What follows belongs to an exercise in optimizing a design on an open flow for small area, a short achievable clock period and few clock cycles; a production flow would make more cautious choices.
RTL that was checked went through simulation tests only; none was proved equivalent to the original.
Only the layout flow was run in runs 1 and 2; the RTL was not checked for function there.
Power figures rest on the tool's default switching activity, not on a simulated workload.

### flow/constraint.sdc
create_clock -name core_clock -period 30.0 [get_ports {clk}]
set_input_delay 6.0000 -clock core_clock [delete_from_list [all_inputs] [get_ports {clk}]]
set_output_delay 6.0000 -clock core_clock [all_outputs]
set_load 0.01 [all_outputs]
### flow/standard.sh
#!/bin/bash
# synth_recipe.tcl (not shown) runs the flow's synth.tcl, then flattens the netlist and writes it again
# the make line also repeats each setting of config.mk as NAME=value (left out here)
make -C /OpenROAD-flow-scripts/flow DESIGN_CONFIG=/design/flow/config.mk WORK_HOME=/design/flow/orfs CLKGATE_MAP_FILE= SYNTH_SCRIPT=/design/flow/synth_recipe.tcl "${@:-finish}"
### flow/design.v
`timescale 1ns / 1ps
module rf_read (
    input [1023:0] r,
    input [15:0] sel,
    output [63:0] out
);
    reg [63:0] o;
    integer i;
    always @(*) begin
        o = 64'd0;
        for (i = 0; i < 16; i = i + 1) o = o | (r[64*i +: 64] & {64{sel[i]}});
    end
    assign out = o;
endmodule
module add64 (
    input [63:0] a,
    input [63:0] b,
    input cin,
    output [63:0] sum,
    output cout,
    output [63:0] p,         
    output [63:0] ab         
);
    assign p = a ^ b;
    assign ab = a & b;
    wire [63:0] g;
    assign g[0] = ab[0] | (p[0] & cin);
    assign g[63:1] = ab[63:1];
    wire n1_g = g[1] | (p[1] & g[0]);
    wire n1_p = p[1] & p[0];
    wire n2_g = g[3] | (p[3] & g[2]);
    wire n2_p = p[3] & p[2];
    wire n3_g = g[5] | (p[5] & g[4]);
    wire n3_p = p[5] & p[4];
    wire n4_g = g[7] | (p[7] & g[6]);
    wire n4_p = p[7] & p[6];
    wire n5_g = g[9] | (p[9] & g[8]);
    wire n5_p = p[9] & p[8];
    wire n6_g = g[11] | (p[11] & g[10]);
    wire n6_p = p[11] & p[10];
    wire n7_g = g[13] | (p[13] & g[12]);
    wire n7_p = p[13] & p[12];
    wire n8_g = g[15] | (p[15] & g[14]);
    wire n8_p = p[15] & p[14];
    wire n9_g = g[17] | (p[17] & g[16]);
    wire n9_p = p[17] & p[16];
    wire n10_g = g[19] | (p[19] & g[18]);
    wire n10_p = p[19] & p[18];
    wire n11_g = g[21] | (p[21] & g[20]);
    wire n11_p = p[21] & p[20];
    wire n12_g = g[23] | (p[23] & g[22]);
    wire n12_p = p[23] & p[22];
    wire n13_g = g[25] | (p[25] & g[24]);
    wire n13_p = p[25] & p[24];
    wire n14_g = g[27] | (p[27] & g[26]);
    wire n14_p = p[27] & p[26];
    wire n15_g = g[29] | (p[29] & g[28]);
    wire n15_p = p[29] & p[28];
    wire n16_g = g[31] | (p[31] & g[30]);
    wire n16_p = p[31] & p[30];
    wire n17_g = g[33] | (p[33] & g[32]);
    wire n17_p = p[33] & p[32];
    wire n18_g = g[35] | (p[35] & g[34]);
    wire n18_p = p[35] & p[34];
    wire n19_g = g[37] | (p[37] & g[36]);
    wire n19_p = p[37] & p[36];
    wire n20_g = g[39] | (p[39] & g[38]);
    wire n20_p = p[39] & p[38];
    wire n21_g = g[41] | (p[41] & g[40]);
    wire n21_p = p[41] & p[40];
    wire n22_g = g[43] | (p[43] & g[42]);
    wire n22_p = p[43] & p[42];
    wire n23_g = g[45] | (p[45] & g[44]);
    wire n23_p = p[45] & p[44];
    wire n24_g = g[47] | (p[47] & g[46]);
    wire n24_p = p[47] & p[46];
    wire n25_g = g[49] | (p[49] & g[48]);
    wire n25_p = p[49] & p[48];
    wire n26_g = g[51] | (p[51] & g[50]);
    wire n26_p = p[51] & p[50];
    wire n27_g = g[53] | (p[53] & g[52]);
    wire n27_p = p[53] & p[52];
    wire n28_g = g[55] | (p[55] & g[54]);
    wire n28_p = p[55] & p[54];
    wire n29_g = g[57] | (p[57] & g[56]);
    wire n29_p = p[57] & p[56];
    wire n30_g = g[59] | (p[59] & g[58]);
    wire n30_p = p[59] & p[58];
    wire n31_g = g[61] | (p[61] & g[60]);
    wire n31_p = p[61] & p[60];
    wire n32_g = g[63] | (p[63] & g[62]);
    wire n32_p = p[63] & p[62];
    wire n33_g = n2_g | (n2_p & n1_g);
    wire n33_p = n2_p & n1_p;
    wire n34_g = n4_g | (n4_p & n3_g);
    wire n34_p = n4_p & n3_p;
    wire n35_g = n6_g | (n6_p & n5_g);
    wire n35_p = n6_p & n5_p;
    wire n36_g = n8_g | (n8_p & n7_g);
    wire n36_p = n8_p & n7_p;
    wire n37_g = n10_g | (n10_p & n9_g);
    wire n37_p = n10_p & n9_p;
    wire n38_g = n12_g | (n12_p & n11_g);
    wire n38_p = n12_p & n11_p;
    wire n39_g = n14_g | (n14_p & n13_g);
    wire n39_p = n14_p & n13_p;
    wire n40_g = n16_g | (n16_p & n15_g);
    wire n40_p = n16_p & n15_p;
    wire n41_g = n18_g | (n18_p & n17_g);
    wire n41_p = n18_p & n17_p;
    wire n42_g = n20_g | (n20_p & n19_g);
    wire n42_p = n20_p & n19_p;
    wire n43_g = n22_g | (n22_p & n21_g);
    wire n43_p = n22_p & n21_p;
    wire n44_g = n24_g | (n24_p & n23_g);
    wire n44_p = n24_p & n23_p;
    wire n45_g = n26_g | (n26_p & n25_g);
    wire n45_p = n26_p & n25_p;
    wire n46_g = n28_g | (n28_p & n27_g);
    wire n46_p = n28_p & n27_p;
    wire n47_g = n30_g | (n30_p & n29_g);
    wire n47_p = n30_p & n29_p;
    wire n48_g = n32_g | (n32_p & n31_g);
    wire n48_p = n32_p & n31_p;
    wire n49_g = n34_g | (n34_p & n33_g);
    wire n49_p = n34_p & n33_p;
    wire n50_g = n36_g | (n36_p & n35_g);
    wire n50_p = n36_p & n35_p;
    wire n51_g = n38_g | (n38_p & n37_g);
    wire n51_p = n38_p & n37_p;
    wire n52_g = n40_g | (n40_p & n39_g);
    wire n52_p = n40_p & n39_p;
    wire n53_g = n42_g | (n42_p & n41_g);
    wire n53_p = n42_p & n41_p;
    wire n54_g = n44_g | (n44_p & n43_g);
    wire n54_p = n44_p & n43_p;
    wire n55_g = n46_g | (n46_p & n45_g);
    wire n55_p = n46_p & n45_p;
    wire n56_g = n48_g | (n48_p & n47_g);
    wire n56_p = n48_p & n47_p;
    wire n57_g = n50_g | (n50_p & n49_g);
    wire n57_p = n50_p & n49_p;
    wire n58_g = n52_g | (n52_p & n51_g);
    wire n58_p = n52_p & n51_p;
    wire n59_g = n54_g | (n54_p & n53_g);
    wire n59_p = n54_p & n53_p;
    wire n60_g = n56_g | (n56_p & n55_g);
    wire n60_p = n56_p & n55_p;
    wire n61_g = n58_g | (n58_p & n57_g);
    wire n61_p = n58_p & n57_p;
    wire n62_g = n60_g | (n60_p & n59_g);
    wire n62_p = n60_p & n59_p;
    wire n63_g = n62_g | (n62_p & n61_g);
    wire n63_p = n62_p & n61_p;
    wire n64_g = n59_g | (n59_p & n61_g);
    wire n64_p = n59_p & n61_p;
    wire n65_g = n51_g | (n51_p & n57_g);
    wire n65_p = n51_p & n57_p;
    wire n66_g = n53_g | (n53_p & n61_g);
    wire n66_p = n53_p & n61_p;
    wire n67_g = n55_g | (n55_p & n64_g);
    wire n67_p = n55_p & n64_p;
    wire n68_g = n35_g | (n35_p & n49_g);
    wire n68_p = n35_p & n49_p;
    wire n69_g = n37_g | (n37_p & n57_g);
    wire n69_p = n37_p & n57_p;
    wire n70_g = n39_g | (n39_p & n65_g);
    wire n70_p = n39_p & n65_p;
    wire n71_g = n41_g | (n41_p & n61_g);
    wire n71_p = n41_p & n61_p;
    wire n72_g = n43_g | (n43_p & n66_g);
    wire n72_p = n43_p & n66_p;
    wire n73_g = n45_g | (n45_p & n64_g);
    wire n73_p = n45_p & n64_p;
    wire n74_g = n47_g | (n47_p & n67_g);
    wire n74_p = n47_p & n67_p;
    wire n75_g = n3_g | (n3_p & n33_g);
    wire n75_p = n3_p & n33_p;
    wire n76_g = n5_g | (n5_p & n49_g);
    wire n76_p = n5_p & n49_p;
    wire n77_g = n7_g | (n7_p & n68_g);
    wire n77_p = n7_p & n68_p;
    wire n78_g = n9_g | (n9_p & n57_g);
    wire n78_p = n9_p & n57_p;
    wire n79_g = n11_g | (n11_p & n69_g);
    wire n79_p = n11_p & n69_p;
    wire n80_g = n13_g | (n13_p & n65_g);
    wire n80_p = n13_p & n65_p;
    wire n81_g = n15_g | (n15_p & n70_g);
    wire n81_p = n15_p & n70_p;
    wire n82_g = n17_g | (n17_p & n61_g);
    wire n82_p = n17_p & n61_p;
    wire n83_g = n19_g | (n19_p & n71_g);
    wire n83_p = n19_p & n71_p;
    wire n84_g = n21_g | (n21_p & n66_g);
    wire n84_p = n21_p & n66_p;
    wire n85_g = n23_g | (n23_p & n72_g);
    wire n85_p = n23_p & n72_p;
    wire n86_g = n25_g | (n25_p & n64_g);
    wire n86_p = n25_p & n64_p;
    wire n87_g = n27_g | (n27_p & n73_g);
    wire n87_p = n27_p & n73_p;
    wire n88_g = n29_g | (n29_p & n67_g);
    wire n88_p = n29_p & n67_p;
    wire n89_g = n31_g | (n31_p & n74_g);
    wire n89_p = n31_p & n74_p;
    wire n90_g = g[2] | (p[2] & n1_g);
    wire n90_p = p[2] & n1_p;
    wire n91_g = g[4] | (p[4] & n33_g);
    wire n91_p = p[4] & n33_p;
    wire n92_g = g[6] | (p[6] & n75_g);
    wire n92_p = p[6] & n75_p;
    wire n93_g = g[8] | (p[8] & n49_g);
    wire n93_p = p[8] & n49_p;
    wire n94_g = g[10] | (p[10] & n76_g);
    wire n94_p = p[10] & n76_p;
    wire n95_g = g[12] | (p[12] & n68_g);
    wire n95_p = p[12] & n68_p;
    wire n96_g = g[14] | (p[14] & n77_g);
    wire n96_p = p[14] & n77_p;
    wire n97_g = g[16] | (p[16] & n57_g);
    wire n97_p = p[16] & n57_p;
    wire n98_g = g[18] | (p[18] & n78_g);
    wire n98_p = p[18] & n78_p;
    wire n99_g = g[20] | (p[20] & n69_g);
    wire n99_p = p[20] & n69_p;
    wire n100_g = g[22] | (p[22] & n79_g);
    wire n100_p = p[22] & n79_p;
    wire n101_g = g[24] | (p[24] & n65_g);
    wire n101_p = p[24] & n65_p;
    wire n102_g = g[26] | (p[26] & n80_g);
    wire n102_p = p[26] & n80_p;
    wire n103_g = g[28] | (p[28] & n70_g);
    wire n103_p = p[28] & n70_p;
    wire n104_g = g[30] | (p[30] & n81_g);
    wire n104_p = p[30] & n81_p;
    wire n105_g = g[32] | (p[32] & n61_g);
    wire n105_p = p[32] & n61_p;
    wire n106_g = g[34] | (p[34] & n82_g);
    wire n106_p = p[34] & n82_p;
    wire n107_g = g[36] | (p[36] & n71_g);
    wire n107_p = p[36] & n71_p;
    wire n108_g = g[38] | (p[38] & n83_g);
    wire n108_p = p[38] & n83_p;
    wire n109_g = g[40] | (p[40] & n66_g);
    wire n109_p = p[40] & n66_p;
    wire n110_g = g[42] | (p[42] & n84_g);
    wire n110_p = p[42] & n84_p;
    wire n111_g = g[44] | (p[44] & n72_g);
    wire n111_p = p[44] & n72_p;
    wire n112_g = g[46] | (p[46] & n85_g);
    wire n112_p = p[46] & n85_p;
    wire n113_g = g[48] | (p[48] & n64_g);
    wire n113_p = p[48] & n64_p;
    wire n114_g = g[50] | (p[50] & n86_g);
    wire n114_p = p[50] & n86_p;
    wire n115_g = g[52] | (p[52] & n73_g);
    wire n115_p = p[52] & n73_p;
    wire n116_g = g[54] | (p[54] & n87_g);
    wire n116_p = p[54] & n87_p;
    wire n117_g = g[56] | (p[56] & n67_g);
    wire n117_p = p[56] & n67_p;
    wire n118_g = g[58] | (p[58] & n88_g);
    wire n118_p = p[58] & n88_p;
    wire n119_g = g[60] | (p[60] & n74_g);
    wire n119_p = p[60] & n74_p;
    wire n120_g = g[62] | (p[62] & n89_g);
    wire n120_p = p[62] & n89_p;
    wire [64:0] c;
    assign c[0] = cin;
    assign c[1] = g[0];
    assign c[2] = n1_g;
    assign c[3] = n90_g;
    assign c[4] = n33_g;
    assign c[5] = n91_g;
    assign c[6] = n75_g;
    assign c[7] = n92_g;
    assign c[8] = n49_g;
    assign c[9] = n93_g;
    assign c[10] = n76_g;
    assign c[11] = n94_g;
    assign c[12] = n68_g;
    assign c[13] = n95_g;
    assign c[14] = n77_g;
    assign c[15] = n96_g;
    assign c[16] = n57_g;
    assign c[17] = n97_g;
    assign c[18] = n78_g;
    assign c[19] = n98_g;
    assign c[20] = n69_g;
    assign c[21] = n99_g;
    assign c[22] = n79_g;
    assign c[23] = n100_g;
    assign c[24] = n65_g;
    assign c[25] = n101_g;
    assign c[26] = n80_g;
    assign c[27] = n102_g;
    assign c[28] = n70_g;
    assign c[29] = n103_g;
    assign c[30] = n81_g;
    assign c[31] = n104_g;
    assign c[32] = n61_g;
    assign c[33] = n105_g;
    assign c[34] = n82_g;
    assign c[35] = n106_g;
    assign c[36] = n71_g;
    assign c[37] = n107_g;
    assign c[38] = n83_g;
    assign c[39] = n108_g;
    assign c[40] = n66_g;
    assign c[41] = n109_g;
    assign c[42] = n84_g;
    assign c[43] = n110_g;
    assign c[44] = n72_g;
    assign c[45] = n111_g;
    assign c[46] = n85_g;
    assign c[47] = n112_g;
    assign c[48] = n64_g;
    assign c[49] = n113_g;
    assign c[50] = n86_g;
    assign c[51] = n114_g;
    assign c[52] = n73_g;
    assign c[53] = n115_g;
    assign c[54] = n87_g;
    assign c[55] = n116_g;
    assign c[56] = n67_g;
    assign c[57] = n117_g;
    assign c[58] = n88_g;
    assign c[59] = n118_g;
    assign c[60] = n74_g;
    assign c[61] = n119_g;
    assign c[62] = n89_g;
    assign c[63] = n120_g;
    assign c[64] = n63_g;
    assign sum = p ^ c[63:0];
    assign cout = c[64];
endmodule
module y86_pipe (
    input clk,
    input rst,
    output [8:0] imem_addr,
    input [79:0] imem_data,
    output [8:0] dmem_addr,
    output dmem_we,
    output [63:0] dmem_wdata,
    input [63:0] dmem_rdata,
    output [1:0] stat,
    input [3:0] dbg_sel,
    output [63:0] dbg_val
);
    reg [8:0] fpc;           
    reg fpc_hi;              
    reg [63:0] R [0:14];     
    reg zf, sf, of;          
    reg [1:0] st;            
    reg Dv;                  
    reg [1:0] Dst;           
    reg [3:0] Dic, Dfn, DrA, DrB;
    reg [14:0] DselB;        
    reg [63:0] DvalC;
    reg [9:0] ras;
    wire stopped = (st != 2'd0);
    function cond(input [3:0] fn, input z, input s, input o);
        case (fn)
            4'h0: cond = 1'b1;
            4'h1: cond = (s ^ o) | z;
            4'h2: cond = s ^ o;
            4'h3: cond = z;
            4'h4: cond = ~z;
            4'h5: cond = ~(s ^ o);
            4'h6: cond = ~((s ^ o) | z);
            default: cond = 1'b0;
        endcase
    endfunction
    wire [3:0] icode = imem_data[7:4];
    wire [3:0] ifun = imem_data[3:0];
    wire [3:0] rA = imem_data[15:12];
    wire [3:0] rB = imem_data[11:8];
    reg need_regids, need_valC, bad_ifun, bad_regs;
    always @(*) begin
        case (icode)
            4'h2, 4'h3, 4'h4, 4'h5, 4'h6, 4'hA, 4'hB: need_regids = 1'b1;
            default: need_regids = 1'b0;
        endcase
        case (icode)
            4'h3, 4'h4, 4'h5, 4'h7, 4'h8: need_valC = 1'b1;
            default: need_valC = 1'b0;
        endcase
        case (icode)
            4'h2, 4'h7: bad_ifun = (ifun > 4'h6);
            4'h6: bad_ifun = (ifun > 4'h3);
            4'hC, 4'hD, 4'hE, 4'hF: bad_ifun = 1'b1;
            default: bad_ifun = (ifun != 4'h0);
        endcase
        case (icode)
            4'h2, 4'h4, 4'h5, 4'h6: bad_regs = (rA == 4'hF) || (rB == 4'hF);
            4'h3: bad_regs = (rA != 4'hF) || (rB == 4'hF);
            4'hA, 4'hB: bad_regs = (rA == 4'hF) || (rB != 4'hF);
            default: bad_regs = 1'b0;
        endcase
    end
    wire [63:0] dest = imem_data[71:8];      
    wire [3:0] len = 4'd1 + {3'd0, need_regids} + {need_valC, 3'd0};
    wire [9:0] valP = {1'b0, fpc} + {6'd0, len};
    reg [1:0] f_stat;
    always @(*) begin
        if (fpc_hi) f_stat = 2'd2;
        else if (bad_ifun) f_stat = 2'd3;
        else if (valP > 10'd512) f_stat = 2'd2;
        else if (bad_regs) f_stat = 2'd3;
        else if (icode == 4'h0) f_stat = 2'd1;
        else f_stat = 2'd0;
    end
    wire x_cmov  = Dic == 4'h2;
    wire x_irmov = Dic == 4'h3;
    wire x_rmmov = Dic == 4'h4;
    wire x_mrmov = Dic == 4'h5;
    wire x_op    = Dic == 4'h6;
    wire x_call  = Dic == 4'h8;
    wire x_ret   = Dic == 4'h9;
    wire x_push  = Dic == 4'hA;
    wire x_pop   = Dic == 4'hB;
    wire x_stack = x_push | x_pop | x_call | x_ret;
    wire x_fault = Dv && (Dst != 2'd0);
    wire halted = stopped || x_fault;
    wire go = Dv && (Dst == 2'd0) && !stopped;
    wire [1023:0] rA_in, rB_in;
    genvar g;
    generate
        for (g = 0; g < 15; g = g + 1) begin : flat
            assign rA_in[64*g +: 64] = R[g];
            assign rB_in[64*g +: 64] = R[g];
        end
    endgenerate
    assign rA_in[1023:960] = {54'd0, ras};
    assign rB_in[1023:960] = 64'd0;
    reg [15:0] selA, selB;
    integer k;
    always @(*) begin
        for (k = 0; k < 15; k = k + 1) begin
            selA[k] = halted ? (dbg_sel == k) : (DrA == k) && !x_call;
        end
        selA[15] = !halted && x_call;
        selB = {1'b0, DselB};
    end
    wire [63:0] valA, valB;
    rf_read portA (.r(rA_in), .sel(selA), .out(valA));
    rf_read portB (.r(rB_in), .sel(selB), .out(valB));
    wire [63:0] rsp = R[4];
    assign dbg_val = valA;
    assign dmem_wdata = valA;
    wire sub = x_op && (Dfn[1:0] == 2'd1);
    wire dec = x_push | x_call;
    reg [63:0] opB;
    always @(*) begin
        if (x_stack) opB = dec ? -64'd8 : 64'd8;
        else if (x_irmov) opB = DvalC;
        else opB = valA ^ {64{sub}};
    end
    wire [63:0] arith, a_xor, a_and;
    wire arith_co;
    add64 adder (.a(valB), .b(opB), .cin(sub), .sum(arith), .cout(arith_co), .p(a_xor), .ab(a_and));
    wire arith_of = (valB[63] == opB[63]) && (arith[63] != valB[63]);
    reg [63:0] alu;
    always @(*) begin
        case ({x_op, Dfn[1:0]})
            3'b110: alu = a_and;     
            3'b111: alu = a_xor;
            default: alu = arith;
        endcase
    end
    wire alu_zf = (alu == 64'd0);
    wire alu_sf = alu[63];
    wire alu_of = ~Dfn[1] & arith_of;
    wire [9:0] am = {1'b0, valB[8:0]} + {1'b0, DvalC[8:0]};
    wire [63:9] ax = valB[63:9] ^ DvalC[63:9];
    wire [63:9] ao = valB[63:9] | DvalC[63:9];
    wire am_hi_zero = (ax[9] == am[9]) && ((ax[63:10] ^ ao[62:9]) == 54'd0);
    wire am_ok = am_hi_zero && !(am[8:3] == 6'h3F && am[2:0] != 3'd0);
    wire rsp_hi0 = (rsp[63:10] == 54'd0);
    wire dec_ok = rsp_hi0 && (rsp[9] ? (rsp[8:0] == 9'd0) : (rsp[8:3] != 6'd0));
    wire inc_ok = rsp_hi0 && !rsp[9] && !(rsp[8:3] == 6'h3F && rsp[2:0] != 3'd0);
    wire [8:0] rsp_dec = {rsp[8:3] - 6'd1, rsp[2:0]};
    reg mem_err;
    always @(*) begin
        case (Dic)
            4'h4, 4'h5: mem_err = !am_ok;
            4'h8, 4'hA: mem_err = !dec_ok;
            4'h9, 4'hB: mem_err = !inc_ok;
            default: mem_err = 1'b0;
        endcase
    end
    wire exec = go && !mem_err;
    wire ret_miss = (dmem_rdata != {54'd0, ras});
    assign dmem_addr = (x_rmmov | x_mrmov) ? am[8:0] : dec ? rsp_dec : rsp[8:0];
    assign dmem_we = exec && (x_rmmov | x_push | x_call);
    assign stat = stopped ? st : x_fault ? Dst : 2'd0;
    wire x_cnd = cond(Dfn, zf, sf, of);
    wire wE = (x_cmov & x_cnd) | x_irmov | x_op;    
    wire wM = x_mrmov | x_pop;                       
    wire [63:0] wdata = wM ? dmem_rdata : alu;
    wire [63:0] wdata4 = (wM && DrA == 4'd4) ? dmem_rdata : alu;
    wire [63:0] wd = rst ? 64'd0 : wdata;
    wire [63:0] wd4 = rst ? 64'd0 : wdata4;
    reg [14:0] we;
    integer i;
    always @(*) begin
        for (i = 0; i < 15; i = i + 1)
            we[i] = rst || (exec && ((wE && DrB == i) || (wM && DrA == i) || (i == 4 && x_stack)));
    end
    always @(posedge clk) begin
        for (i = 0; i < 15; i = i + 1) begin
            if (we[i]) R[i] <= (i == 4) ? wd4 : wd;
        end
    end
    wire fz = (go && x_op) ? alu_zf : zf;
    wire fs = (go && x_op) ? alu_sf : sf;
    wire fo = (go && x_op) ? alu_of : of;
    wire f_cnd = cond(ifun, fz, fs, fo);
    wire take = (icode == 4'h8) || ((icode == 4'h7) && f_cnd);
    wire f_ret = (icode == 4'h9);
    wire f_stack = (icode == 4'h8) || (icode == 4'h9) || (icode == 4'hA) || (icode == 4'hB);
    assign imem_addr = fpc;
    always @(posedge clk) begin
        if (rst) begin
            fpc <= 9'd0;
            fpc_hi <= 1'b0;
            zf <= 1'b0; sf <= 1'b0; of <= 1'b0;
            st <= 2'd0;
            Dv <= 1'b0;
        end else if (!stopped) begin
            if (x_fault) st <= Dst;
            else if (go && mem_err) st <= 2'd2;
            if (exec && x_op) begin
                zf <= alu_zf;
                sf <= alu_sf;
                of <= alu_of;
            end
            if (go && x_ret && ret_miss) begin
                fpc <= dmem_rdata[8:0];
                fpc_hi <= |dmem_rdata[63:9];
                Dv <= 1'b0;
            end else begin
                Dv <= 1'b1;
                if (f_ret) begin
                    fpc <= ras[8:0];
                    fpc_hi <= ras[9];
                end else if (take) begin
                    fpc <= dest[8:0];
                    fpc_hi <= |dest[63:9];
                end else begin
                    fpc <= valP[8:0];
                    fpc_hi <= valP[9];
                end
            end
        end
    end
    always @(posedge clk) begin
        Dst <= f_stat;
        Dic <= icode;
        Dfn <= ifun;
        DrA <= rA;
        DrB <= rB;
        for (k = 0; k < 15; k = k + 1)
            DselB[k] <= (f_stack ? (k == 4) : (rB == k)) && (icode != 4'h2) && (icode != 4'h3);
        DvalC <= imem_data[79:16];
        if (rst) ras <= 10'd0;
        else if (icode == 4'h8) ras <= valP;
    end
endmodule
### flow/config.mk
export PLATFORM = sky130hd
export DESIGN_NAME = y86_pipe
export DESIGN_NICKNAME = y86_pipe
export VERILOG_FILES = /design/flow/design.v
export SDC_FILE = /design/flow/constraint.sdc
export NUM_CORES = 8
export LEC_CHECK = 0
export CAP_MARGIN = 20
export CORE_MARGIN = 2
export CORE_UTILIZATION = 60
export SLEW_MARGIN = 20
export SYNTH_HIERARCHICAL = 1
### flow/flow/run.sh
#!/bin/bash
# The standard ORFS layout (the standard.sh), with:
#  - every port buffered with buf_2 instead of the default delay buffer,
#  - repair_timing asked to keep a large setup margin (the SDC is unchanged),
#  - a clock tree of clkbuf_16 with larger sink clusters and no dummy loads.
set -euo pipefail
bash standard.sh "BUFFER_PORTS_ARGS=-buffer_cell sky130_fd_sc_hd__buf_2" SETUP_SLACK_MARGIN=17.5 \
  "CTS_ARGS=-sink_clustering_enable -repair_clock_nets -buf_list sky130_fd_sc_hd__clkbuf_16 -sink_clustering_size 24 -sink_clustering_max_diameter 80 -dont_use_dummy_load" \
  finish > standard_flow.log 2>&1
==> flow_metrics.tcl, run 1 <==
set metrics [dict create \
    startpoint_type "input port" \
    crit_path_cell_trace "buf_8 > nand3b_1 > buf_6 > buf_6 > o22ai_4 > buf_12 > buf_12 > buf_12 > a22o_1 > a221oi_2 > nand4_1 > buf_2" \
    r2r-end "fpc[4]" \
    run_status "complete, no violations" \
    clock_sink_count 1083 \
    category_of_the_most_critical_setup_path "in -> out" \
    critPathArrivalTime_ns 8.07 \
    drive_above_1_share 0.210 \
    post-dp-hpwl_um 144000 \
    fmaxAchievable_mhz 71.1 \
    fin_tns_setup_ns 0 \
    finalHoldViolCount 0 \
    fillerInstances 6586 \
    initial_antenna_violation_count 10 \
    core-area_sq_um 93200 \
    final_cells 6337 \
    global_route.usage.total 0.492 \
    min_from "sf" \
    die_area_sq_um 96500 \
    hold-path-cell-count 2 \
    drt_pass1_iterations 7 \
    synth_area_sq_um 56400 \
    path_delay_family "buffers and inverters" \
    synthesis.area_per_instance_sq_um 12.1 \
    unrepaired_setup_endpoints_after_global_routing "yes" \
    fin_crit_sh 0.469 \
    route.antenna.remaining_nets 0 \
    die_width_um 311 \
    combinationalPowerShare 0.370 \
    timing.critical_path.slowest_stage_cell "sky130_fd_sc_hd__a22o_1" \
    minimum_clock_period_after_layout_ns 14.07 \
    cts_tree "yes" \
    timing.clock.skew_ns 0.0956 \
    total_switching_power_mw 1.96 \
    total_number_of_yosys_warnings 9 \
    multiInputGateArea_sq_um 24200 \
    internal_power_mw 3.24 \
    worstSkewPairLatency_ns 0.75 \
    final_area_sq_um 65300 \
    post_synth_inst_count 4663 \
    slowest_delay_ns 0.25 \
    placement_rows 112 \
    worst_path_most_repeated_cell "sky130_fd_sc_hd__buf_12" \
    number_of_global_route_vias_before_repair 45700 \
    cts_root_buffer "sky130_fd_sc_hd__clkbuf_16" \
    timing_worst_slew_pin_value_ns 1.32 \
    worstHoldEndpoint "sf" \
    design.portCount 299 \
    htree_levels 2 \
    timing.critical_path.required_ns 24.00 \
    buffer_ports.inserted 298 \
    maxSlewHeadroom 0.112 \
    hp-class "reg -> reg" \
    crit_path_max_fanout 6 \
    placedCellCount 5998 \
    grt_max_degree 89 \
    clk_pin_slew_worst_paths_ns 0.10 \
    grt_overflow_total 0 \
    worst-path-buf-inv 7 \
    timing.final.max_slew_violations 0 \
    register_area_sq_um 31400 \
    gp_congestion 1.06 \
    dr_total_vias 49000 \
    postRouteWirelength_um 246000 \
    die-height_um 311 \
    vdd.ir_drop.worst_uv 59.2 \
    power.density_nw_per_um2 79.5 \
    netSwitchingFraction 0.377 \
    worst_setup_path_end_kind "primary output" \
    areaGrowthSynthToFinish_pct 15.8 \
    power.total_mw 5.19 \
    worst-r2r-cell-count 38 \
    grt_pass1_wl_um 337000 \
    seqPwrFrac 0.472 \
    floorplan.initialDensity 0.605 \
    drc 0 \
    max_cap_violations 0 \
    dr.first_iter.drc_count 9027 \
    placed_area_sq_um 58500 \
    leakagePower_nw 24.8 \
    setup_violations_final 0 \
    detail_route.vias_per_cell 7.73 \
    wl_per_cell_um 38.8 \
    num-nets-final 5395 \
    clock_power_share 0.157 \
    regToRegStartpoint "Dic[0]" \
    clk_path_buf_depth 3 \
    cts_buffers 56 \
    rrSetupSlack_ns 20.25 \
]
==> flip-flops by register name, indices dropped and copies added (netlist names), 2 cells and up <==
register / flops
Dfn: 4
Dic: 4
DrA: 4
DrB: 4
DselB: 15
Dst: 2
DvalC: 64
R: 960
fpc: 9
ras: 10
st: 2
==> power by group through the flow <==
| stage | logic [mW] | registers, mW | clock network (mW) |
|---|---|---|---|
| 3_3_place_gp | 1.52 | 2.43 | 0 |
| 3_5_place_dp | 1.53 | 2.45 | 0 |
| 5_1_grt | 2.00 | 2.49 | 0.844 |
| 4_1_cts | 1.73 | 2.43 | 0.799 |
| 2_1_floorplan | 1.01 | 2.37 | 0 |
| 6_report | 1.92 | 2.45 | 0.816 |
==> worst max path at each step <==
stage | from | cells after the start | end | slack (ns)
after floorplan | dbg_sel[3] | 7 | dmem_wdata[12] | 16.64
after global placement | dbg_sel[1] | 8 | dmem_wdata[20] | 14.70
after detailed placement | dbg_sel[1] | 8 | dbg_val[20] | 14.68
after CTS | dbg_sel[1] | 12 | dmem_wdata[49] | 16.08
after global routing | dbg_sel[1] | 8 | dmem_wdata[61] | 15.92
final | dbg_sel[0] | 12 | dbg_val[53] | 15.93
==> timing repair <==
action / 4_1_cts / 5_1_grt
setup buffers: 204 / 33
hold buffers: 0 / 0
gates resized for setup: 303 / 170
cloned: 33 / 4
endpoints found under the setup margin: 794 / 593
pin swaps: 84 / 66
==> placed cells by master, fill, tap and decap left out, types with 152 or more instances in the layout <==
cell type,n
sky130_fd_sc_hd__a221oi_2,174
sky130_fd_sc_hd__a22o_1,512
sky130_fd_sc_hd__inv_1,175
sky130_fd_sc_hd__o21ai_0,152
sky130_fd_sc_hd__a221oi_1,340
sky130_fd_sc_hd__buf_4,222
sky130_fd_sc_hd__edfxtp_1,960
sky130_fd_sc_hd__nand4_1,161
sky130_fd_sc_hd__buf_2,269
sky130_fd_sc_hd__nand2_1,400
sky130_fd_sc_hd__a21oi_1,195
==> layer usage <==
layer	track usage	routed length [um]	vias up
met1	0.648	83800	23800
met3	0.190	43300	1086
li1	-	-	19300
met4	0.322	20600	12
met5	0	164	-
met2	0.677	98100	4724
==> worst min-delay path: stages (launching register included) <==
cell,delay [ns]
sky130_fd_sc_hd__dfxtp_1,0.34
sky130_fd_sc_hd__nand2_1,0.06
sky130_fd_sc_hd__a21oi_1,0.05
==> layout make-up <==
cell class | instances | area share
clock buffer | 56 | 0.0215
tap | 1254 | 0.0240
antenna | 8 | 0.000307
inverter | 177 | 0.0102
sequential | 1083 | 0.480
multi-input combinational | 3104 | 0.371
timing repair buffer | 655 | 0.0927
==> through the flow <==
stage,utilization,hold WS (ns),setup slack [ns]
final,0.701,0.481,15.93
after global routing,0.701,0.506,15.92
after CTS,0.687,0.480,16.08
after detailed placement,0.628,0.467,14.68
after global placement,0.628,0.457,14.70
after floorplan,-,0.406,16.64
==> inputs of run 2 (changes only) <==
==> flow/flow/run.sh (replaced) <==
#!/bin/bash
# The standard ORFS layout (the standard.sh), with:
#  - synthesis mapped by ABC for area (delay relaxed) instead of ORFS's speed
#    script; everything else in synthesis is ORFS's (synth_recipe.tcl),
#  - every port buffered with buf_2 instead of the default delay buffer,
#  - repair_timing asked to keep a large setup margin (the SDC is unchanged),
#  - a clock tree of clkbuf_16 with larger sink clusters and no dummy loads.
set -euo pipefail
rm -rf orfs_scripts
cp -r "$FLOW_HOME/scripts" orfs_scripts
printf '&get -n\n&st\n&dch\n&nf -R 1000\n&put\n' > orfs_scripts/abc_speed.script
bash standard.sh "SCRIPTS_DIR=$PWD/orfs_scripts" synth > synth.log 2>&1
bash standard.sh "BUFFER_PORTS_ARGS=-buffer_cell sky130_fd_sc_hd__buf_2" SETUP_SLACK_MARGIN=17.5 \
  "CTS_ARGS=-sink_clustering_enable -repair_clock_nets -buf_list sky130_fd_sc_hd__clkbuf_16 -sink_clustering_size 24 -sink_clustering_max_diameter 80 -dont_use_dummy_load" \
  finish > standard_flow.log 2>&1
==> flow_metrics.tcl, run 2 <==
set metrics [dict create \
    fillerInstances 6020 \
    global_route.usage.total 0.476 \
    core-area_sq_um 87200 \
    hold_buffers 0 \
    wl_per_cell_um 36.3 \
    minimum_clock_period_after_layout_ns 15.20 \
    placedCellCount 5874 \
    initial_antenna_violation_count 6 \
    num-nets-final 5288 \
    dr_total_vias 46900 \
    power.density_nw_per_um2 86.3 \
    top_library_cells_by_usage_in_the_layout_fill_and_taps_aside "sky130_fd_sc_hd__edfxtp_1, sky130_fd_sc_hd__a221o_1, sky130_fd_sc_hd__nand2_1" \
    post_synth_inst_count 4151 \
    floorplan.initialDensity 0.608 \
    max_cap_violations 0 \
    placement_rows 108 \
    hold_slack_ns 0.461 \
    synth_area_sq_um 53000 \
    die_width_um 301 \
    areaGrowthSynthToFinish_pct 19.1 \
    vdd.ir_drop.worst_uv 77.1 \
    clk_path_buf_depth 3 \
    cts_root_buffer "sky130_fd_sc_hd__clkbuf_16" \
    power.total_mw 5.45 \
    route.antenna.remaining_nets 0 \
    postRouteWirelength_um 223000 \
    design.portCount 299 \
    fin_tns_setup_ns 0 \
    worst_path_most_repeated_cell "sky130_fd_sc_hd__a221o_1" \
    gp_congestion 0.999 \
    worstSkewPairLatency_ns 0.70 \
    drt_pass1_iterations 10 \
    number_of_global_route_vias_before_repair 43900 \
    drive_above_1_share 0.186 \
    die-height_um 301 \
    htree_levels 2 \
    startpoint_type "input port" \
    largest_register_ff_count 960 \
    maxSlewHeadroom 0.160 \
    largest_register "R" \
    worst_setup_path_end_kind "primary output" \
    crit_path_max_fanout 4 \
    crit_path_cell_trace "buf_8 > nand3b_1 > o32ai_4 > buf_12 > buf_12 > buf_4 > a222oi_1 > nand4_1 > a221o_1 > a221o_1 > a221o_1 > a221o_1 > a221o_2 > buf_6" \
    cts_buffers 55 \
    finalHoldViolCount 0 \
    critPathArrivalTime_ns 9.20 \
    synthesis.area_per_instance_sq_um 12.8 \
    slowest_delay_ns 0.41 \
    grt_pass1_wl_um 306000 \
    run_status "complete, no violations" \
    reg_top3 "R: 960 flops, DvalC: 64 flops, DselB: 15 flops" \
    setup_violations_final 0 \
    leakagePower_nw 23.2 \
    grt_overflow_total 0 \
    drc 0 \
    category_of_the_most_critical_setup_path "in -> out" \
    dr.first_iter.drc_count 8496 \
    die_area_sq_um 90700 \
    timing.final.max_slew_violations 0 \
    clock_sink_count 1083 \
    unrepaired_setup_endpoints_after_global_routing "yes" \
    total_number_of_yosys_warnings 9 \
    timing.critical_path.required_ns 24.00 \
    cts_tree "yes" \
    final_cells 6129 \
    timing_worst_slew_pin_value_ns 1.26 \
    fmaxAchievable_mhz 65.8 \
    timing.clock.skew_ns 0.0486 \
    fin_crit_sh 0.507 \
    grt_max_degree 72 \
    clk_pin_slew_worst_paths_ns 0.07 \
    timing.critical_path.slowest_stage_cell "sky130_fd_sc_hd__a221o_2" \
    post-dp-hpwl_um 133000 \
    detail_route.vias_per_cell 7.65 \
    mostFrequentLayoutCell "sky130_fd_sc_hd__edfxtp_1" \
    layout.core_utilization 0.724 \
    hp-class "reg -> reg" \
    buffer_ports.inserted 298 \
]
run 2: layout make-up:
type,instances,area (sq um),share of cell area
Antenna cell,6,15.0,0.000238
Clock buffer,55,1380,0.0218
Inverter,166,626,0.00991
Multi-Input combinational cell,3019,22900,0.362
Sequential cell,1083,31300,0.497
Tap cell,1155,1450,0.0229
Timing Repair Buffer,645,5460,0.0865
run 2: worst max-delay path, delay by kind of cell:
family	cells	cell delay, ns
buf+inv	5	0.75
simple gates	2	0.40
compound gates	7	2.02
run 2: per-layer routing:
layer | wire, um | track usage
met1 | 72000 | 0.592
met2 | 93500 | 0.696
met3 | 35600 | 0.149
met4 | 21600 | 0.366
met5 | 34 | 0
run 2: per-stage QoR:
step | setup WS [ns] | cell area [sq um]
after global routing | 14.65 | 63100
after global placement | 12.50 | 58100
after floorplan | 14.40 | 54100
final | 14.80 | 63100
after detailed placement | 12.37 | 58100
after CTS | 15.01 | 61900
run 2: report_power, final:
| part | total [mW] | leakage (nW) | internal (mW) | switching (mW) |
|---|---|---|---|---|
| Combinational | 2.16 | 11.7 | 0.918 | 1.25 |
| Clock | 0.801 | 0.678 | 0.326 | 0.475 |
| Sequential | 2.48 | 10.8 | 2.25 | 0.236 |
run 2: worst paths after layout:
check | startpoint | slack (ns) | depth (start not counted) | to
worst max-delay path | dbg_sel[0] | 14.80 | 14 | dmem_wdata[48]
worst min-delay path | fpc_hi | 0.46 | 1 | Dst[0]
worst max register to register | st[1] | 18.78 | 56 | fpc[5]
worst min register to register | fpc_hi | 0.46 | 1 | Dst[0]
run 2: timing repair:
item | CTS | global route
gates cloned | 16 | 9
endpoints found under the hold margin | 0 | 0
buffers inserted | 97 | 72
endpoints found under the setup margin | 852 | 737
resized for setup | 252 | 114
pin swaps | 146 | 89
==> inputs of run 3 (changes only) <==
--- a/flow/design.v
+++ b/flow/design.v
@@ -356,7 +356,6 @@
     reg Dv;                  
     reg [1:0] Dst;           
     reg [3:0] Dic, Dfn, DrA, DrB;
-    reg [14:0] DselB;        
     reg [63:0] DvalC;
     reg [9:0] ras;
     wire stopped = (st != 2'd0);
@@ -439,9 +438,10 @@
     always @(*) begin
         for (k = 0; k < 15; k = k + 1) begin
             selA[k] = halted ? (dbg_sel == k) : (DrA == k) && !x_call;
+            selB[k] = x_stack ? (k == 4) : (DrB == k) && !x_cmov && !x_irmov;
         end
         selA[15] = !halted && x_call;
-        selB = {1'b0, DselB};
+        selB[15] = 1'b0;
     end
     wire [63:0] valA, valB;
     rf_read portA (.r(rA_in), .sel(selA), .out(valA));
@@ -519,7 +519,6 @@
     wire f_cnd = cond(ifun, fz, fs, fo);
     wire take = (icode == 4'h8) || ((icode == 4'h7) && f_cnd);
     wire f_ret = (icode == 4'h9);
-    wire f_stack = (icode == 4'h8) || (icode == 4'h9) || (icode == 4'hA) || (icode == 4'hB);
     assign imem_addr = fpc;
     always @(posedge clk) begin
         if (rst) begin
@@ -561,8 +560,6 @@
         Dfn <= ifun;
         DrA <= rA;
         DrB <= rB;
-        for (k = 0; k < 15; k = k + 1)
-            DselB[k] <= (f_stack ? (k == 4) : (rB == k)) && (icode != 4'h2) && (icode != 4'h3);
         DvalC <= imem_data[79:16];
         if (rst) ras <= 10'd0;
         else if (icode == 4'h8) ras <= valP;
==> flow/flow/run.sh (replaced) <==
#!/bin/bash
# The standard ORFS layout (the standard.sh), with:
#  - every port buffered with buf_1 instead of the default delay buffer,
#  - repair_timing asked to keep a large setup margin (the SDC is unchanged),
#  - a clock tree of clkbuf_16 with larger sink clusters and no dummy loads.
set -euo pipefail
bash standard.sh "BUFFER_PORTS_ARGS=-buffer_cell sky130_fd_sc_hd__buf_1" SETUP_SLACK_MARGIN=17.5 \
  "CTS_ARGS=-sink_clustering_enable -repair_clock_nets -buf_list sky130_fd_sc_hd__clkbuf_16 -sink_clustering_size 24 -sink_clustering_max_diameter 80 -dont_use_dummy_load" \
  finish > standard_flow.log 2>&1
--- a/flow/config.mk
+++ b/flow/config.mk
@@ -7,6 +7,6 @@
 export LEC_CHECK = 0
 export CAP_MARGIN = 20
 export CORE_MARGIN = 2
-export CORE_UTILIZATION = 60
+export CORE_UTILIZATION = 55
 export SLEW_MARGIN = 20
 export SYNTH_HIERARCHICAL = 1
==> flow_metrics.tcl, run 3 <==
set metrics [dict create \
    run_status "complete, no violations" \
    crit_path_max_fanout 19 \
    fillerInstances 8014 \
    fin_tns_setup_ns 0 \
    grt_max_degree 91 \
    gp_congestion 1.09 \
    floorplan.initialDensity 0.552 \
    post_synth_inst_count 4620 \
    minimum_clock_period_after_layout_ns 13.95 \
    hp-class "reg -> reg" \
    cts_tree "yes" \
    wl_per_cell_um 41.6 \
    die_area_sq_um 104000 \
    reg_top3 "R: 960 flops, DvalC: 64 flops, ras: 10 flops" \
    global_route.usage.total 0.496 \
    synth_area_sq_um 56000 \
    leakagePower_nw 23.7 \
    buffer_ports.inserted 298 \
    total_switching_power_mw 2.00 \
    grt_pass1_wl_um 355000 \
    postRouteWirelength_um 266000 \
    maxSlewHeadroom 0.114 \
    initial_antenna_violation_count 24 \
    timing.clock.skew_ns 0.0674 \
    post-dp-hpwl_um 149000 \
    category_of_the_most_critical_setup_path "in -> out" \
    min_from "fpc_hi" \
    register_area_sq_um 31000 \
    mostFrequentLayoutCell "sky130_fd_sc_hd__edfxtp_1" \
    worst_setup_path_end_kind "primary output" \
    seqPwrFrac 0.470 \
    startpoint_type "input port" \
    unrepaired_setup_endpoints_after_global_routing "yes" \
    largest_register_ff_count 960 \
    dr.first_iter.drc_count 8499 \
    total_number_of_yosys_warnings 9 \
    vdd.ir_drop.worst_uv 71.8 \
    timing_worst_slew_pin_value_ns 1.31 \
    clock_sink_count 1068 \
    areaGrowthSynthToFinish_pct 15.5 \
    dr_total_vias 49200 \
    multiInputGateArea_sq_um 24100 \
    clock_power_share 0.155 \
    critPathArrivalTime_ns 7.95 \
    cts_buffers 54 \
    worstSkewPairLatency_ns 0.74 \
    setup_violations_final 0 \
    final_cells 6410 \
    placement_rows 117 \
    design.portCount 299 \
    hold_buffers 0 \
    synthesis.area_per_instance_sq_um 12.1 \
    fin_crit_sh 0.465 \
    timing.critical_path.required_ns 24.00 \
    largest_register "R" \
    clk_pin_slew_worst_paths_ns 0.08 \
    detail_route.vias_per_cell 7.68 \
    drt_pass1_iterations 6 \
    num-nets-final 5339 \
    htree_levels 2 \
    placedCellCount 6090 \
    internal_power_mw 3.16 \
    power.density_nw_per_um2 79.7 \
    die_width_um 323 \
    netSwitchingFraction 0.388 \
    grt_overflow_total 0 \
    regToRegStartpoint "Dic[2]" \
    finalHoldViolCount 0 \
    core-area_sq_um 101000 \
    worst_setup_path_startpoint "dbg_sel[1]" \
    drc 0 \
    fmaxAchievable_mhz 71.7 \
    drive_above_1_share 0.165 \
    combinationalPowerShare 0.374 \
    clk_path_buf_depth 3 \
    cts_root_buffer "sky130_fd_sc_hd__clkbuf_16" \
    top_library_cells_by_usage_in_the_layout_fill_and_taps_aside "sky130_fd_sc_hd__edfxtp_1, sky130_fd_sc_hd__a22o_1, sky130_fd_sc_hd__nand2_1" \
    timing.final.max_slew_violations 0 \
    die-height_um 323 \
    route.antenna.remaining_nets 0 \
    number_of_global_route_vias_before_repair 45200 \
    max_cap_violations 0 \
]
run 3: final cells by class:
type                            instances  area share
Tap cell                             1368      0.0265
Timing Repair Buffer                  636      0.0893
Antenna cell                           23    0.000890
Multi-Input combinational cell       3098       0.373
Sequential cell                      1068       0.479
Clock buffer                           54      0.0209
Inverter                              163     0.00946
run 3: worst paths after layout:
check / slack, ns / cells past startpoint / endpoint
setup / recovery: 16.05 / 10 / dbg_val[63]
setup reg to reg: 20.08 / 43 / fpc_hi
hold reg to reg: 0.52 / 1 / Dst[0]
hold / removal: 0.52 / 1 / Dst[0]
run 3: per-layer routing:
metal	GRT usage	routed length [um]
met1	0.603	90100
met2	0.703	109000
met3	0.213	42600
met4	0.356	23800
met5	0.0134	530
run 3: power groups by stage:
stage                     logic, mW  registers [mW]  clock network, mW
final                          1.93            2.43              0.801
after global routing           2.00            2.46              0.833
after floorplan                1.00            2.35                  0
after global placement         1.52            2.41                  0
after detailed placement       1.53            2.43                  0
after CTS                      1.72            2.41              0.793
run 3: what timing repair did:
item                                    CTS  global route
endpoints found under the setup margin  676           742
gates resized for setup                 393           166
pin swaps                                90            75
setup buffers                           165            23
gates cloned                             44             9
run 3: stage by stage:
stage	worst slack, ns	utilization	cell area (sq um)	power, mW	hold slack (ns)
after floorplan	16.66	-	56500	3.35	0.411
after global placement	15.00	0.572	57900	3.93	0.489
after detailed placement	14.96	0.572	57900	3.96	0.483
after CTS	16.16	0.627	63500	4.93	0.495
after global routing	16.07	0.638	64600	5.30	0.533
final	16.05	0.638	64700	5.16	0.523
run 3: critical path, cell delays in order:
cell,delay (ns)
sky130_fd_sc_hd__buf_12,0.11
sky130_fd_sc_hd__or3_4,0.44
sky130_fd_sc_hd__buf_4,0.17
sky130_fd_sc_hd__o22ai_4,0.17
sky130_fd_sc_hd__buf_12,0.21
sky130_fd_sc_hd__buf_16,0.24
sky130_fd_sc_hd__a221oi_1,0.12
sky130_fd_sc_hd__nand4_1,0.11
sky130_fd_sc_hd__buf_4,0.15
sky130_fd_sc_hd__buf_1,0.16
Testbench counts of run 3, summed over its fixed seeds: cycles 140,205.
==> inputs of run 4 (changes only) <==
==> flow/flow/run.sh (replaced) <==
#!/bin/bash
# The standard ORFS layout (the standard.sh), with:
#  - every port buffered with buf_1 instead of the default delay buffer,
#  - repair_timing asked to keep a large setup margin (the SDC is unchanged),
#  - a clock tree of clkbuf_16 with larger sink clusters and no dummy loads.
set -euo pipefail
bash standard.sh "BUFFER_PORTS_ARGS=-buffer_cell sky130_fd_sc_hd__buf_1" SETUP_SLACK_MARGIN=16 \
  "CTS_ARGS=-sink_clustering_enable -repair_clock_nets -buf_list sky130_fd_sc_hd__clkbuf_16 -sink_clustering_size 24 -sink_clustering_max_diameter 80 -dont_use_dummy_load" \
  finish > standard_flow.log 2>&1
==> flow_metrics.tcl, run 4 <==
set metrics [dict create \
    run_status "complete, no violations" \
    final_cells 6278 \
    category_of_the_most_critical_setup_path "in -> out" \
    grt_pass1_wl_um 324000 \
    fin_crit_sh 0.467 \
    critPathArrivalTime_ns 8.00 \
    timing_worst_slew_pin_value_ns 1.31 \
    r2r-end "fpc_hi" \
    die_width_um 323 \
    global_route.usage.total 0.446 \
    htree_levels 2 \
    die_area_sq_um 104000 \
    worst_setup_path_end_kind "primary output" \
    unrepaired_setup_endpoints_after_global_routing "yes" \
    wl_per_cell_um 39.2 \
    finalHoldViolCount 0 \
    fin_tns_setup_ns 0 \
    synthesis.area_per_instance_sq_um 12.1 \
    synth_area_sq_um 56000 \
    initial_antenna_violation_count 12 \
    floorplan.initialDensity 0.552 \
    drt_pass1_iterations 5 \
    regToRegStartpoint "Dic[2]" \
    clk_pin_slew_worst_paths_ns 0.09 \
    max_cap_violations 0 \
    seqPwrFrac 0.488 \
    cts_root_buffer "sky130_fd_sc_hd__clkbuf_16" \
    timing.critical_path.required_ns 24.00 \
    largest_register "R" \
    worstHoldEndpoint "Dst[0]" \
    combinationalPowerShare 0.347 \
    startpoint_type "input port" \
    post-dp-hpwl_um 150000 \
    die-height_um 323 \
    design.portCount 299 \
    maxSlewHeadroom 0.126 \
    num-nets-final 5223 \
    number_of_global_route_vias_before_repair 42800 \
    reg_top3 "R: 960 flops, DvalC: 64 flops, ras: 10 flops" \
    total_number_of_yosys_warnings 9 \
    worstSkewPairLatency_ns 0.75 \
    placement_rows 117 \
    use_met3 0.111 \
    netSwitchingFraction 0.381 \
    placedCellCount 6093 \
    cts_buffers 56 \
    cts_tree "yes" \
    fmaxAchievable_mhz 71.4 \
    top_library_cells_by_usage_in_the_layout_fill_and_taps_aside "sky130_fd_sc_hd__edfxtp_1, sky130_fd_sc_hd__a22o_1, sky130_fd_sc_hd__a221oi_1" \
    use_met1 0.595 \
    mostFrequentLayoutCell "sky130_fd_sc_hd__edfxtp_1" \
    vdd.ir_drop.worst_uv 55.3 \
    grt_util_met2 0.663 \
    dr.first_iter.drc_count 8277 \
    internal_power_mw 3.06 \
    timing.final.max_slew_violations 0 \
    minimum_clock_period_after_layout_ns 14.00 \
    grt-busiest-layer "met2" \
    crit_path_max_fanout 38 \
    clock_power_share 0.165 \
    largest_register_ff_count 960 \
    min_from "fpc_hi" \
    detail_route.vias_per_cell 7.48 \
    gp_congestion 1.06 \
    drive_above_1_share 0.0948 \
    hold-path-cell-count 1 \
    setup_violations_final 0 \
    clk_path_buf_depth 3 \
    dr_total_vias 47000 \
    grt_overflow_total 0 \
    drc 0 \
    worst-r2r-cell-count 37 \
    postRouteWirelength_um 246000 \
    buffer_ports.inserted 298 \
    power.density_nw_per_um2 80.5 \
    total_switching_power_mw 1.88 \
    rrSetupSlack_ns 20.00 \
    post_synth_inst_count 4620 \
    hp-class "reg -> reg" \
    timing.clock.skew_ns 0.0760 \
    core-area_sq_um 101000 \
    clock_sink_count 1068 \
    grt_max_degree 89 \
    route.antenna.remaining_nets 0 \
    leakagePower_nw 22.2 \
    areaGrowthSynthToFinish_pct 9.72 \
]
==> run 4: changes by cell type in the layout (fill, tap and decap cells not counted), sizes merged <==
cell	before	now
diode	23	7
o22ai	34	33
bufbuf	8	0
or3	15	14
clkbuf	75	72
buf	607	504
==> run 4: layout make-up <==
| class | count | area [sq um] |
|---|---|---|
| fillers | 8396 | 39900 |
| flip-flops and latches | 1068 | 31000 |
| diodes | 7 | 17.5 |
| repair buffers | 520 | 3620 |
| multi-input cells | 3096 | 23000 |
| well taps | 1368 | 1710 |
| inverters | 163 | 612 |
| clock buffers | 56 | 1400 |
==> run 4: layer usage <==
layer	part of all wire	wire length [um]	vias to the layer above
met2	0.43	105000	3853
met4	0.075	18600	16
li1	-	-	18900
met1	0.36	88900	23300
met5	0.00072	177	-
met3	0.14	33400	881
==> run 4: worst max-delay path by stage <==
| stage | slack [ns] | cells past startpoint | to | startpoint |
|---|---|---|---|---|
| 2_1_floorplan | 16.52 | 7 | dmem_wdata[62] | dbg_sel[1] |
| 5_1_grt | 15.95 | 12 | dmem_wdata[26] | dbg_sel[1] |
| 4_1_cts | 15.95 | 10 | dmem_wdata[6] | dbg_sel[0] |
| 3_5_place_dp | 15.08 | 33 | fpc_hi | dbg_sel[1] |
| 3_3_place_gp | 15.07 | 33 | fpc_hi | dbg_sel[1] |
| 6_report | 16.00 | 10 | dmem_wdata[41] | dbg_sel[0] |
==> run 4: worst max-delay path: stages <==
cell                       delay [ns]
sky130_fd_sc_hd__clkbuf_2        0.13
sky130_fd_sc_hd__nor2_1          0.07
sky130_fd_sc_hd__nand2_2         0.17
sky130_fd_sc_hd__o22ai_4         0.09
sky130_fd_sc_hd__buf_12          0.19
sky130_fd_sc_hd__buf_16          0.21
sky130_fd_sc_hd__a22o_1          0.31
sky130_fd_sc_hd__a221oi_1        0.21
sky130_fd_sc_hd__nand4_1         0.28
sky130_fd_sc_hd__buf_1           0.21
==> run 4: what timing repair did <==
action	4_1_cts	5_1_grt
hold buffers	0	0
setup endpoints to repair	138	135
hold endpoints to repair	0	0
buffers inserted	74	27
resized for setup	103	100
cloned	5	14
pin swaps	47	34
==> run 4: power by group through the flow <==
stage	clock network (mW)	registers [mW]	logic (mW)
6_report	0.817	2.41	1.71
5_1_grt	0.853	2.45	1.80
4_1_cts	0.810	2.40	1.60
3_5_place_dp	0	2.43	1.53
3_3_place_gp	0	2.42	1.52
2_1_floorplan	0	2.35	0.999
==> run 4: metrics by stage <==
stage | hold slack (ns) | cell area, sq um | setup WS (ns) | utilization | power, mW
2_1_floorplan | 0.411 | 56400 | 16.52 | - | 3.35
3_3_place_gp | 0.482 | 57900 | 15.07 | 0.571 | 3.94
3_5_place_dp | 0.475 | 57900 | 15.08 | 0.571 | 3.96
4_1_cts | 0.451 | 60400 | 15.95 | 0.596 | 4.81
5_1_grt | 0.484 | 61400 | 15.95 | 0.606 | 5.11
6_report | 0.444 | 61400 | 16.00 | 0.606 | 4.95
==> inputs of run 5 (changes only) <==
==> flow/flow/run.sh (replaced) <==
#!/bin/bash
# The standard ORFS layout (the standard.sh), with:
#  - every port buffered with buf_1 instead of the default delay buffer,
#  - repair_timing asked to keep a large setup margin (the SDC is unchanged),
#  - a clock tree of clkbuf_16 with larger sink clusters and no dummy loads.
set -euo pipefail
bash standard.sh "BUFFER_PORTS_ARGS=-buffer_cell sky130_fd_sc_hd__buf_1" SETUP_SLACK_MARGIN=15.5 \
  "CTS_ARGS=-sink_clustering_enable -repair_clock_nets -buf_list sky130_fd_sc_hd__clkbuf_16 -sink_clustering_size 24 -sink_clustering_max_diameter 80 -dont_use_dummy_load" \
  finish > standard_flow.log 2>&1
==> flow_metrics.tcl, run 5 <==
set metrics [dict create \
    run_status "complete, no violations" \
    drt_pass1_iterations 8 \
    gp_congestion 1.06 \
    wl_per_cell_um 38.0 \
    timing.clock.skew_ns 0.0819 \
    vdd.ir_drop.worst_uv 54.6 \
    cts_root_buffer "sky130_fd_sc_hd__clkbuf_16" \
    core-area_sq_um 101000 \
    hold_slack_ns 0.469 \
    dr.first_iter.drc_count 7428 \
    synthesis.area_per_instance_sq_um 12.1 \
    total_switching_power_mw 1.84 \
    power.density_nw_per_um2 81.2 \
    fin_tns_setup_ns 0 \
    rrSetupSlack_ns 19.50 \
    worstSkewPairLatency_ns 0.75 \
    internal_power_mw 3.00 \
    grt_max_degree 89 \
    largest_register_ff_count 960 \
    clk_path_buf_depth 3 \
    setup_violations_final 0 \
    number_of_global_route_vias_before_repair 42500 \
    drive_above_1_share 0.0572 \
    finalHoldViolCount 0 \
    htree_levels 2 \
    mostFrequentLayoutCell "sky130_fd_sc_hd__edfxtp_1" \
    timing_worst_slew_pin_value_ns 1.26 \
    worst-r2r-cell-count 36 \
    leakagePower_nw 21.3 \
    post-dp-hpwl_um 150000 \
    die_area_sq_um 104000 \
    synth_area_sq_um 56000 \
    clock_power_share 0.168 \
    largest_register "R" \
    max_cap_violations 0 \
    top_library_cells_by_usage_in_the_layout_fill_and_taps_aside "sky130_fd_sc_hd__edfxtp_1, sky130_fd_sc_hd__a221oi_1, sky130_fd_sc_hd__a22o_1" \
    design.portCount 299 \
    die-height_um 323 \
    total_number_of_yosys_warnings 9 \
    timing.critical_path.required_ns 24.00 \
    initial_antenna_violation_count 6 \
    seqPwrFrac 0.497 \
    timing.final.max_slew_violations 0 \
    category_of_the_most_critical_setup_path "in -> out" \
    minimum_clock_period_after_layout_ns 14.53 \
    clk_pin_slew_worst_paths_ns 0.08 \
    drc 0 \
    hp-class "reg -> reg" \
    route.antenna.remaining_nets 0 \
    power.total_mw 4.83 \
    detail_route.vias_per_cell 7.43 \
    clock_sink_count 1068 \
    fmaxAchievable_mhz 68.8 \
    placement_rows 117 \
    reg_top3 "R: 960 flops, DvalC: 64 flops, ras: 10 flops" \
    regToRegStartpoint "Dic[2]" \
    die_width_um 323 \
    buffer_ports.inserted 298 \
    critPathArrivalTime_ns 8.53 \
    maxSlewHeadroom 0.158 \
    r2r-end "fpc_hi" \
    floorplan.initialDensity 0.552 \
    combinationalPowerShare 0.335 \
    worst_setup_path_startpoint "dbg_sel[1]" \
    cts_tree "yes" \
    num-nets-final 5113 \
    crit_path_max_fanout 38 \
    global_route.usage.total 0.440 \
    grt_pass1_wl_um 320000 \
    dr_total_vias 45800 \
    postRouteWirelength_um 234000 \
    unrepaired_setup_endpoints_after_global_routing "no" \
    grt_overflow_total 0 \
    startpoint_type "input port" \
    netSwitchingFraction 0.380 \
    cts_buffers 56 \
    areaGrowthSynthToFinish_pct 6.40 \
    endpoint "dmem_wdata[6]" \
    fin_crit_sh 0.484 \
    post_synth_inst_count 4620 \
    worst_setup_path_end_kind "primary output" \
]
[run 5: cell types whose count changed in the layout (fill, tap and decap cells not counted), moves of 3 or more]
cell / previous run / this run
sky130_fd_sc_hd__buf_16: 14 / 0
sky130_fd_sc_hd__clkbuf_16: 66 / 56
sky130_fd_sc_hd__diode_2: 7 / 4
sky130_fd_sc_hd__buf_1: 272 / 297
sky130_fd_sc_hd__buf_2: 15 / 0
sky130_fd_sc_hd__buf_12: 20 / 8
sky130_fd_sc_hd__buf_4: 167 / 89
sky130_fd_sc_hd__buf_8: 6 / 3
sky130_fd_sc_hd__a221oi_1: 463 / 512
sky130_fd_sc_hd__clkbuf_2: 4 / 0
sky130_fd_sc_hd__a221oi_2: 51 / 2
[run 5: how the worst min path moves through the flow]
stage | to | depth (start not counted) | start | slack (ns)
after global placement | Dst[0] | 1 | fpc_hi | 0.48
after floorplan | Dst[0] | 1 | fpc_hi | 0.41
after global routing | Dst[0] | 1 | fpc_hi | 0.48
after CTS | Dst[0] | 1 | fpc_hi | 0.45
final | Dst[0] | 1 | fpc_hi | 0.47
after detailed placement | Dst[0] | 1 | fpc_hi | 0.48
[run 5: power groups by stage]
| stage | logic, mW | clock network [mW] | registers, mW |
|---|---|---|---|
| finish | 1.62 | 0.814 | 2.40 |
| global route | 1.71 | 0.853 | 2.45 |
| CTS | 1.55 | 0.810 | 2.40 |
| detailed placement | 1.53 | 0 | 2.43 |
| global placement | 1.52 | 0 | 2.42 |
| floorplan | 0.999 | 0 | 2.35 |
[run 5: metrics by stage]
step | worst slack [ns] | instance area (sq um) | utilization | std cells
floorplan | 16.52 | 56400 | - | 4738
global placement | 15.07 | 57900 | 0.571 | 6093
detailed placement | 15.08 | 57900 | 0.571 | 6093
CTS | 15.51 | 59400 | 0.586 | 6153
global route | 15.50 | 59500 | 0.588 | 6162
finish | 15.47 | 59500 | 0.588 | 6165
[run 5: what timing repair did]
action	in CTS	in global routing
endpoints found under the setup margin	128	47
hold buffers	0	0
pin swaps	3	2
gates resized for setup	19	17
buffers inserted	4	4
[run 5: worst max-delay path, stage by stage]
cell	delay (ns)
sky130_fd_sc_hd__buf_1	0.12
sky130_fd_sc_hd__or3_1	0.55
sky130_fd_sc_hd__o22ai_4	0.14
sky130_fd_sc_hd__buf_4	0.45
sky130_fd_sc_hd__buf_12	0.38
sky130_fd_sc_hd__a221oi_1	0.17
sky130_fd_sc_hd__nand4_1	0.40
sky130_fd_sc_hd__buf_1	0.21
[run 5: metal layers]
metal | up-vias | share of wire | global-route usage
li1 | 18700 | - | -
met1 | 22800 | 0.37 | 0.587
met2 | 3531 | 0.44 | 0.660
met3 | 749 | 0.13 | 0.106
met4 | 8 | 0.064 | 0.248
met5 | - | 0.00023 | 0
[run 5: area by class of cell]
class	instances	area [sq um]
multi-input combinational	3096	22700
sequential	1068	31000
timing repair buffer	410	2120
antenna	4	10.0
fill	8592	41800
inverter	163	612
clock buffer	56	1400
tap	1368	1710
==> inputs of run 6 (changes only) <==
==> flow/flow/run.sh (replaced) <==
#!/bin/bash
# The standard ORFS layout (the standard.sh), with:
#  - every port buffered with buf_1 instead of the default delay buffer,
#  - repair_timing asked to keep a large setup margin (the SDC is unchanged),
#  - a clock tree of clkbuf_16 with larger sink clusters and no dummy loads.
set -euo pipefail
bash standard.sh "BUFFER_PORTS_ARGS=-buffer_cell sky130_fd_sc_hd__buf_1" SETUP_SLACK_MARGIN=15 \
  "CTS_ARGS=-sink_clustering_enable -repair_clock_nets -buf_list sky130_fd_sc_hd__clkbuf_16 -sink_clustering_size 24 -sink_clustering_max_diameter 80 -dont_use_dummy_load" \
  finish > standard_flow.log 2>&1
==> flow_metrics.tcl, run 6 <==
set metrics [dict create \
    run_status "complete, no violations" \
    design.portCount 299 \
    synth_area_sq_um 56000 \
    vdd.ir_drop.worst_uv 55.1 \
    critPathArrivalTime_ns 8.99 \
    hold_slack_ns 0.476 \
    die_area_sq_um 104000 \
    initial_antenna_violation_count 7 \
    regToRegStartpoint "Dic[2]" \
    worst-path-buf-inv 4 \
    cts_buffers 56 \
    route.antenna.remaining_nets 0 \
    largest_register_ff_count 960 \
    num-nets-final 5105 \
    minimum_clock_period_after_layout_ns 14.99 \
    hp-class "reg -> reg" \
    path_delay_family "buffers and inverters" \
    worstSetupPathDepth 8 \
    max_cap_violations 0 \
    post-dp-hpwl_um 150000 \
    power.density_nw_per_um2 81.3 \
    dr.first_iter.drc_count 7305 \
    slowest_delay_ns 0.76 \
    top_library_cells_by_usage_in_the_layout_fill_and_taps_aside "sky130_fd_sc_hd__edfxtp_1, sky130_fd_sc_hd__a221oi_1, sky130_fd_sc_hd__a22o_1" \
    cts_root_buffer "sky130_fd_sc_hd__clkbuf_16" \
    hold-path-cell-count 1 \
    maxSlewHeadroom 0.182 \
    drc 0 \
    post_cts_resized 0 \
    worst_setup_path_startpoint "dbg_sel[1]" \
    leakagePower_nw 21.2 \
    wl_per_cell_um 38.1 \
    hold_buffers 0 \
    seqPwrFrac 0.498 \
    unrepaired_setup_endpoints_after_global_routing "no" \
    timing.clock.skew_ns 0.0762 \
    postCtsSetupBuffers 0 \
    dr_total_vias 45700 \
    areaGrowthSynthToFinish_pct 6.06 \
    worstSkewPairLatency_ns 0.74 \
    timing.critical_path.slowest_stage_cell "sky130_fd_sc_hd__buf_4" \
    largest_register "R" \
    worst_setup_path_end_kind "primary output" \
    fin_crit_sh 0.500 \
    netSwitchingFraction 0.380 \
    crit_path_cell_trace "buf_1 > or3_1 > o22ai_4 > buf_4 > buf_4 > a221oi_1 > nand4_1 > buf_1" \
    fin_tns_setup_ns 0 \
    grt_pass1_wl_um 321000 \
    min_from "fpc_hi" \
    post_synth_inst_count 4620 \
    cts_tree "yes" \
    total_switching_power_mw 1.84 \
    reg_top3 "R: 960 flops, DvalC: 64 flops, ras: 10 flops" \
    grt_overflow_total 0 \
    synthesis.area_per_instance_sq_um 12.1 \
    clk_pin_slew_worst_paths_ns 0.09 \
    fmaxAchievable_mhz 66.7 \
    setup_violations_final 0 \
    finalHoldViolCount 0 \
    total_number_of_yosys_warnings 9 \
    global_route.usage.total 0.440 \
    drt_pass1_iterations 6 \
    crit_path_max_fanout 38 \
    number_of_global_route_vias_before_repair 42500 \
    detail_route.vias_per_cell 7.42 \
    clk_path_buf_depth 3 \
    core-area_sq_um 101000 \
    grt_max_degree 89 \
    mostFrequentLayoutCell "sky130_fd_sc_hd__edfxtp_1" \
    die_width_um 323 \
    floorplan.initialDensity 0.552 \
    startpoint_type "input port" \
    postRouteWirelength_um 235000 \
    timing_worst_slew_pin_value_ns 1.23 \
    clock_sink_count 1068 \
    die-height_um 323 \
    buffer_ports.inserted 298 \
    combinationalPowerShare 0.333 \
    gp_congestion 1.06 \
    drive_above_1_share 0.0550 \
    timing.critical_path.required_ns 24.00 \
    timing.final.max_slew_violations 0 \
    category_of_the_most_critical_setup_path "in -> out" \
    clock_power_share 0.169 \
    htree_levels 2 \
    internal_power_mw 2.99 \
    worst-r2r-cell-count 36 \
    placement_rows 117 \
]
run 6: path summary, 6_finish.rpt:
path	endpoint	slack, ns
setup / recovery	dbg_val[21]	15.01
hold / removal	Dst[0]	0.48
setup reg to reg	fpc_hi	19.21
hold reg to reg	Dst[0]	0.48
run 6: worst register-to-register path: cells and delay by family (launching register included):
kind | cells | cell delay (ns)
AND/OR/NAND/NOR | 15 | 4.39
AO/OA/AOI/OAI | 11 | 2.41
buffers and inverters | 4 | 1.46
adder cells (fa/ha/maj) | 3 | 1.00
flip-flops | 1 | 0.71
XOR/XNOR | 2 | 0.38
multiplexers | 1 | 0.35
run 6: routing by layer:
layer / vias up / GRT usage / routed length [um]
li1: 18700 / - / -
met5: - / 0 / 68
met3: 792 / 0.110 / 31100
met2: 3533 / 0.663 / 102000
met1: 22700 / 0.584 / 85700
met4: 10 / 0.242 / 15400
run 6: cell type report:
class,instances,area (sq um)
sequential,1068,31000
fill,8610,41900
timing repair buffer,402,1940
inverter,163,612
multi-input combinational,3096,22700
tap,1368,1710
clock buffer,56,1400
antenna,4,10.0
run 6: power by group through the flow:
stage / Combinational, mW / Sequential, mW / Clock (mW)
after CTS: 1.54 / 2.40 / 0.810
after detailed placement: 1.53 / 2.43 / 0
after global placement: 1.52 / 2.42 / 0
final: 1.61 / 2.40 / 0.815
after floorplan: 0.999 / 2.35 / 0
after global routing: 1.70 / 2.45 / 0.853
run 6: through the flow:
step                power [mW]  setup slack [ns]  std cells  utilization  instance area (sq um)
finish                    4.83             15.01       6157        0.586                  59400
global route              5.00             15.04       6155        0.586                  59300
CTS                       4.75             15.13       6149        0.585                  59300
detailed placement        3.96             15.08       6093        0.571                  57900
global placement          3.94             15.07       6093        0.571                  57900
floorplan                 3.35             16.52       4738            -                  56400

## static timing again, ports no longer ideal
In the flow no input, the clock included, has a driving cell. The finished layouts below were timed again as built, in two steps.
Step 1 sets driving cells, clkbuf_16 on the clock port and buf_2 on the other inputs (assumed; they add their load-dependent delay and slew).
Step 2, shift: input delay + t, output delay - t, t = (earliest + latest rising clock arrival at the registers) / 2. This alone moves slack from input paths to output paths.
Slacks: ideal / step 1 / step 2; pairs: ideal / step 1.
run	t (ns)	setup WS [ns]	hold slack, ns	worst register clock-pin slew, ns	pins driven straight from the clock port
run 1	0.779	15.927 / 15.869 / 15.725	0.481 / 0.481 / 0.481	0.11 / 0.11	1
run 2	0.749	14.801 / 14.735 / 14.197	0.461 / 0.461 / 0.461	0.10 / 0.10	1
run 3	0.788	16.047 / 15.984 / 15.827	0.523 / 0.523 / 0.523	0.10 / 0.10	1
run 4	0.793	15.997 / 15.963 / 15.655	0.444 / 0.444 / 0.444	0.10 / 0.10	1
run 5	0.788	15.469 / 15.441 / 14.994	0.469 / 0.469 / 0.469	0.11 / 0.11	1
run 6	0.786	15.006 / 14.977 / 14.726	0.476 / 0.476 / 0.476	0.11 / 0.11	1
After both steps every run listed still meets setup and hold. The setup slack of run 2, which loses most, moves by -0.066 ns with the drivers and by -0.604 ns with both steps.
